From an optimization exercise on the open Yosys and OpenROAD flow, aimed at small area; shortcuts taken in it are not production practice.
At most, simulation tests tie the RTL to the original design; equivalence was not proved.
Power figures rest on the tool's default switching activity, not on a simulated workload.

==> run D <==
==> flow/design.v <==
module xtea_top(
    input clock, reset, cfg, start,
    input[127:0] data_i, key,
    output busy, ready,
    output[127:0] data_o
);
localparam [31:0] DELTA  = 32'h9E3779B9;
localparam [31:0] NDELTA = 32'h61C88647;
localparam [31:0] DSUM0  = 32'hC6EF3720;
reg busy_r, busyn_r;
reg enc;
reg [4:0] t;
reg [6:0] P;
reg [127:0] R;       
reg [127:0] K;       
reg [1:0] c1, c2;    
reg [2:0] ck;        
reg [4:0] w;         
reg [1:0] V;         
assign busy = busy_r;
assign ready = ready_r;
assign data_o = R;
wire b  = busy_r;
wire bn = busyn_r;
wire pol = ~t[0];
wire last  = &t;
wire first = ~|t;
wire ready_r = busy_r & first & P[6] & P[1] & ~(P[0] ^ enc);
wire tge4  = t[4] | t[3] | t[2];
wire tle26 = ~(t[4] & t[3] & (t[2] | (t[1] & t[0])));
wire p65   = P[6] & P[0];
wire p66   = P[6] & P[1];
wire copy  = p65 | (enc ? p66 : ~|P);
wire fin   = P[6] & (P[1] | P[0] | ~enc);
wire [5:0] r = P[6:1];
wire r4  = ~r[5] & ~r[4] & ~r[3] &  r[2] & ~r[1] & ~r[0];
wire r8  = ~r[5] & ~r[4] &  r[3] & ~r[2] & ~r[1] & ~r[0];
wire r9  = ~r[5] & ~r[4] &  r[3] & ~r[2] & ~r[1] &  r[0];
wire r13 = ~r[5] & ~r[4] &  r[3] &  r[2] & ~r[1] &  r[0];
wire r18 = ~r[5] &  r[4] & ~r[3] & ~r[2] &  r[1] & ~r[0];
wire r22 = ~r[5] &  r[4] & ~r[3] &  r[2] &  r[1] & ~r[0];
wire r23 = ~r[5] &  r[4] & ~r[3] &  r[2] &  r[1] &  r[0];
wire r27 = ~r[5] &  r[4] &  r[3] & ~r[2] &  r[1] &  r[0];
wire vhold = r4 | r13 | r18 | r27 | (enc ? (r9 | r23) : (r8 | r22));
wire [1:0] sela = {r[1] ^ (r[0] & ~enc), r[0]};
wire [1:0] sel  = (P[0] ^ enc) ? V : sela;
wire kbit = sel[1] ? (sel[0] ? K[96] : K[64]) : (sel[0] ? K[32] : K[0]);
wire ktrue = kbit ^ pol;
wire d0   = enc ? DELTA[t] : NDELTA[t];
wire cbit = ~enc & DSUM0[t];
wire [2:0] ckin = ck & {3{~first}};
wire a0 = (r[0] & d0) | (r[5] & w[4]);
wire a1 = r[1] & w[0];
wire a2 = r[2] & w[1];
wire a3 = r[3] & w[2];
wire a4 = r[4] & w[3];
wire s1 = a0 ^ a1 ^ a2,       q1 = (a0 & a1) | (a0 & a2) | (a1 & a2);
wire s2 = a3 ^ a4 ^ cbit,     q2 = (a3 & a4) | (a3 & cbit) | (a4 & cbit);
wire s3 = ktrue ^ ckin[0] ^ s1, q3 = (ktrue & ckin[0]) | (ktrue & s1) | (ckin[0] & s1);
wire kk = s2 ^ s3;
wire q4 = s2 & s3;
wire u1 = q1 ^ q2 ^ q3,       v1 = (q1 & q2) | (q1 & q3) | (q2 & q3);
wire n0 = q4 ^ ckin[1] ^ u1,  v2 = (q4 & ckin[1]) | (q4 & u1) | (ckin[1] & u1);
wire n1 = v1 ^ v2 ^ ckin[2],  n2 = (v1 & v2) | (v1 & ckin[2]) | (v2 & ckin[2]);
wire sub = ~enc;
wire [1:0] xn;
wire [1:0] c1n, c2n;
genvar gj;
generate
    for (gj = 0; gj < 2; gj = gj + 1) begin : g_blk
        wire X   = R[64*gj + 0]  ^ pol;
        wire Yt  = R[64*gj + 32] ^ pol;
        wire Yp5 = R[64*gj + 37] ^ pol;
        wire Ym4 = R[64*gj + 28] ^ pol;
        wire f   = (Ym4 & tge4) ^ (Yp5 & tle26);
        wire c1i = c1[gj] & ~first;
        wire m   = f ^ Yt ^ c1i;
        assign c1n[gj] = (f & Yt) | (f & c1i) | (Yt & c1i);
        wire z   = (m ^ kk) & ~copy;
        wire zz  = z ^ sub;
        wire c2i = first ? sub : c2[gj];
        wire xv  = X ^ zz ^ c2i;
        assign c2n[gj] = (X & zz) | (X & c2i) | (zz & c2i);
        assign xn[gj] = xv ^ t[0] ^ fin;
    end
endgenerate
always @(posedge clock, posedge reset) begin
    if (reset) begin
        busy_r  <= 1'b0;
        busyn_r <= 1'b1;
    end else begin
        busy_r  <= b ? ~ready_r : start;
        busyn_r <= b ? ready_r : ~start;
    end
end
wire [127:0] Kn = {K[96], K[127:97], K[64], K[95:65], K[32], K[63:33], K[0], K[31:1]};
wire [127:0] Rn = {1'b0, R[127:65], 1'b0, R[63:1]};
wire [127:0] Rl = ~((Rn | {128{bn}}) & (data_i | {128{b}}));
always @(posedge clock) begin
    K <= ~((Kn | {128{bn}}) & (key | {128{b}}));
    R[62:0]   <= Rl[62:0];
    R[126:64] <= Rl[126:64];
    R[63]  <= b ? xn[0] : ~data_i[63];
    R[127] <= b ? xn[1] : ~data_i[127];
    if (!b) begin
        enc <= cfg;
        V   <= {~cfg, 1'b0};
        {P, t} <= {6'd0, cfg, 5'd0};
    end else begin
        {P, t} <= {P, t} + 12'd1;
        if (last & P[0] & ~vhold)
            V <= {V[1] ^ V[0] ^ enc, ~V[0]};
    end
    c1 <= c1n;
    c2 <= c2n;
    ck <= {n2, n1, n0};
    w  <= {w[3:0], d0} & {5{~last}};
end
endmodule
==> flow/flow/run.sh <==
#!/bin/bash
# Standard ORFS layout (the standard.sh, standard synthesis unchanged) with
# smaller port buffers and a lighter clock tree.
set -euo pipefail
export BUFFER_PORTS_ARGS="-buffer_cell sky130_fd_sc_hd__buf_1"
export CTS_ARGS="-sink_clustering_enable -repair_clock_nets -dont_use_dummy_load -buf_list sky130_fd_sc_hd__clkbuf_4 -root_buf sky130_fd_sc_hd__clkbuf_4 -sink_clustering_size 8 -sink_clustering_max_diameter 50"
bash standard.sh > standard.log 2>&1
==> flow/standard.sh <==
#!/bin/bash
# synth_recipe.tcl (not shown) runs the flow's synth.tcl, then flattens the netlist and writes it again
# the make line also repeats each setting of config.mk as NAME=value (left out here)
make -C /OpenROAD-flow-scripts/flow DESIGN_CONFIG=/design/flow/config.mk WORK_HOME=/design/flow/orfs CLKGATE_MAP_FILE= SYNTH_SCRIPT=/design/flow/synth_recipe.tcl "${@:-finish}"
==> flow/config.mk <==
export PLATFORM = sky130hd
export DESIGN_NAME = xtea_top
export DESIGN_NICKNAME = xtea_top
export VERILOG_FILES = /design/flow/design.v
export SDC_FILE = /design/flow/constraint.sdc
export NUM_CORES = 4
export LEC_CHECK = 0
export CAP_MARGIN = 20
export CORE_MARGIN = 2
export CORE_UTILIZATION = 65
export GPL_ROUTABILITY_DRIVEN = 0
export PLACE_DENSITY = 0.75
export SLEW_MARGIN = 20
==> flow/constraint.sdc <==
create_clock -name core_clock -period 10.0 [get_ports {clock}]
set_input_delay 2.0000 -clock core_clock [delete_from_list [all_inputs] [get_ports {clock}]]
set_output_delay 2.0000 -clock core_clock [all_outputs]
set_load 0.01 [all_outputs]
==> run M (differences from run D) <==
--- a/flow/design.v
+++ b/flow/design.v
@@ -9,3 +9,3 @@
 localparam [31:0] DSUM0  = 32'hC6EF3720;
-reg busy_r, busyn_r;
+reg busy_r, busyn_r, ready_r;
 reg enc;
@@ -27,3 +27,2 @@
 wire first = ~|t;
-wire ready_r = busy_r & first & P[6] & P[1] & ~(P[0] ^ enc);
 wire tge4  = t[4] | t[3] | t[2];
@@ -32,2 +31,3 @@
 wire p66   = P[6] & P[1];
+wire endp  = enc ? p66 : p65;
 wire copy  = p65 | (enc ? p66 : ~|P);
@@ -90,2 +90,3 @@
         busyn_r <= 1'b1;
+        ready_r <= 1'b0;
     end else begin
@@ -93,2 +94,3 @@
         busyn_r <= b ? ready_r : ~start;
+        ready_r <= b & ~ready_r & last & endp;
     end
==> flow/flow/run.sh (replaced) <==
#!/bin/bash
# Standard ORFS layout (the standard.sh, standard synthesis unchanged) with
# smaller port buffers and a lighter clock tree.
set -euo pipefail
export BUFFER_PORTS_ARGS="-buffer_cell sky130_fd_sc_hd__buf_1"
export CTS_ARGS="-sink_clustering_enable -repair_clock_nets -dont_use_dummy_load -buf_list sky130_fd_sc_hd__clkbuf_4 -root_buf sky130_fd_sc_hd__clkbuf_4 -sink_clustering_size 10 -sink_clustering_max_diameter 50"
bash standard.sh > standard.log 2>&1
--- a/flow/config.mk
+++ b/flow/config.mk
@@ -7,7 +7,6 @@
 export LEC_CHECK = 0
+export ABC_AREA = 1
 export CAP_MARGIN = 20
 export CORE_MARGIN = 2
-export CORE_UTILIZATION = 65
-export GPL_ROUTABILITY_DRIVEN = 0
-export PLACE_DENSITY = 0.75
+export CORE_UTILIZATION = 40
 export SLEW_MARGIN = 20
==> run K (differences from run D) <==
--- a/flow/design.v
+++ b/flow/design.v
@@ -9,3 +9,3 @@
 localparam [31:0] DSUM0  = 32'hC6EF3720;
-reg busy_r, busyn_r;
+reg busy_r, busyn_r, ready_r;
 reg enc;
@@ -27,3 +27,2 @@
 wire first = ~|t;
-wire ready_r = busy_r & first & P[6] & P[1] & ~(P[0] ^ enc);
 wire tge4  = t[4] | t[3] | t[2];
@@ -32,2 +31,3 @@
 wire p66   = P[6] & P[1];
+wire endp  = enc ? p66 : p65;
 wire copy  = p65 | (enc ? p66 : ~|P);
@@ -90,2 +90,3 @@
         busyn_r <= 1'b1;
+        ready_r <= 1'b0;
     end else begin
@@ -93,2 +94,3 @@
         busyn_r <= b ? ready_r : ~start;
+        ready_r <= b & ~ready_r & last & endp;
     end
==> flow/flow/run.sh (replaced) <==
#!/bin/bash
# Standard ORFS layout (the standard.sh, standard synthesis unchanged) with
# smaller port buffers and a lighter clock tree.
set -euo pipefail
export BUFFER_PORTS_ARGS="-buffer_cell sky130_fd_sc_hd__buf_1"
export CTS_ARGS="-sink_clustering_enable -repair_clock_nets -dont_use_dummy_load -buf_list sky130_fd_sc_hd__clkbuf_8 -root_buf sky130_fd_sc_hd__clkbuf_8 -sink_clustering_size 16 -sink_clustering_max_diameter 60"
bash standard.sh > standard.log 2>&1
--- a/flow/config.mk
+++ b/flow/config.mk
@@ -9,5 +9,3 @@
 export CORE_MARGIN = 2
-export CORE_UTILIZATION = 65
-export GPL_ROUTABILITY_DRIVEN = 0
-export PLACE_DENSITY = 0.75
+export CORE_UTILIZATION = 40
 export SLEW_MARGIN = 20
==> summary.txt <==
First-iteration DRC count, highest first: run D, run K, run M. In run K the sequential power is smaller than in run D, by about 32%. Between run D and run K, the lower register-to-register slack is in run K (gap 20 ps). The highest global-route usage belongs to run D, the lowest to run M. Of run K and run D, run K has the higher cell count (gap 6.8%, measured against run D).
Function not checked in run M and run K: the RTL went through the layout flow alone.

separate check: timing with driven ports:
The flow's constraints put no driver on any port. The routed layouts listed below were extracted and timed again, unchanged, in two steps. Step 1 assumes that a clkbuf_16 drives the clock port and a buf_2 every other input. Step 2 also shifts input and output timing later by t, the mid clock arrival at the registers, as if the neighbouring blocks saw the same clock. Slacks: no drivers / after step 1 / after step 2; pairs: no drivers / after step 1.
| run | t (ns) | slack for setup (ns) | worst setup path at the end | worst slew at a driven data input, ns |
|---|---|---|---|---|
| run D | 0.643 | 5.161 / 5.161 / 5.161 | register to register | 0.09 |
| run M | 0.656 | 5.407 / 5.407 / 5.407 | register to register | 0.07 |
| run K | 0.575 | 5.143 / 5.143 / 5.143 | register to register | 0.11 |
After both steps setup and hold are still met in every run listed.
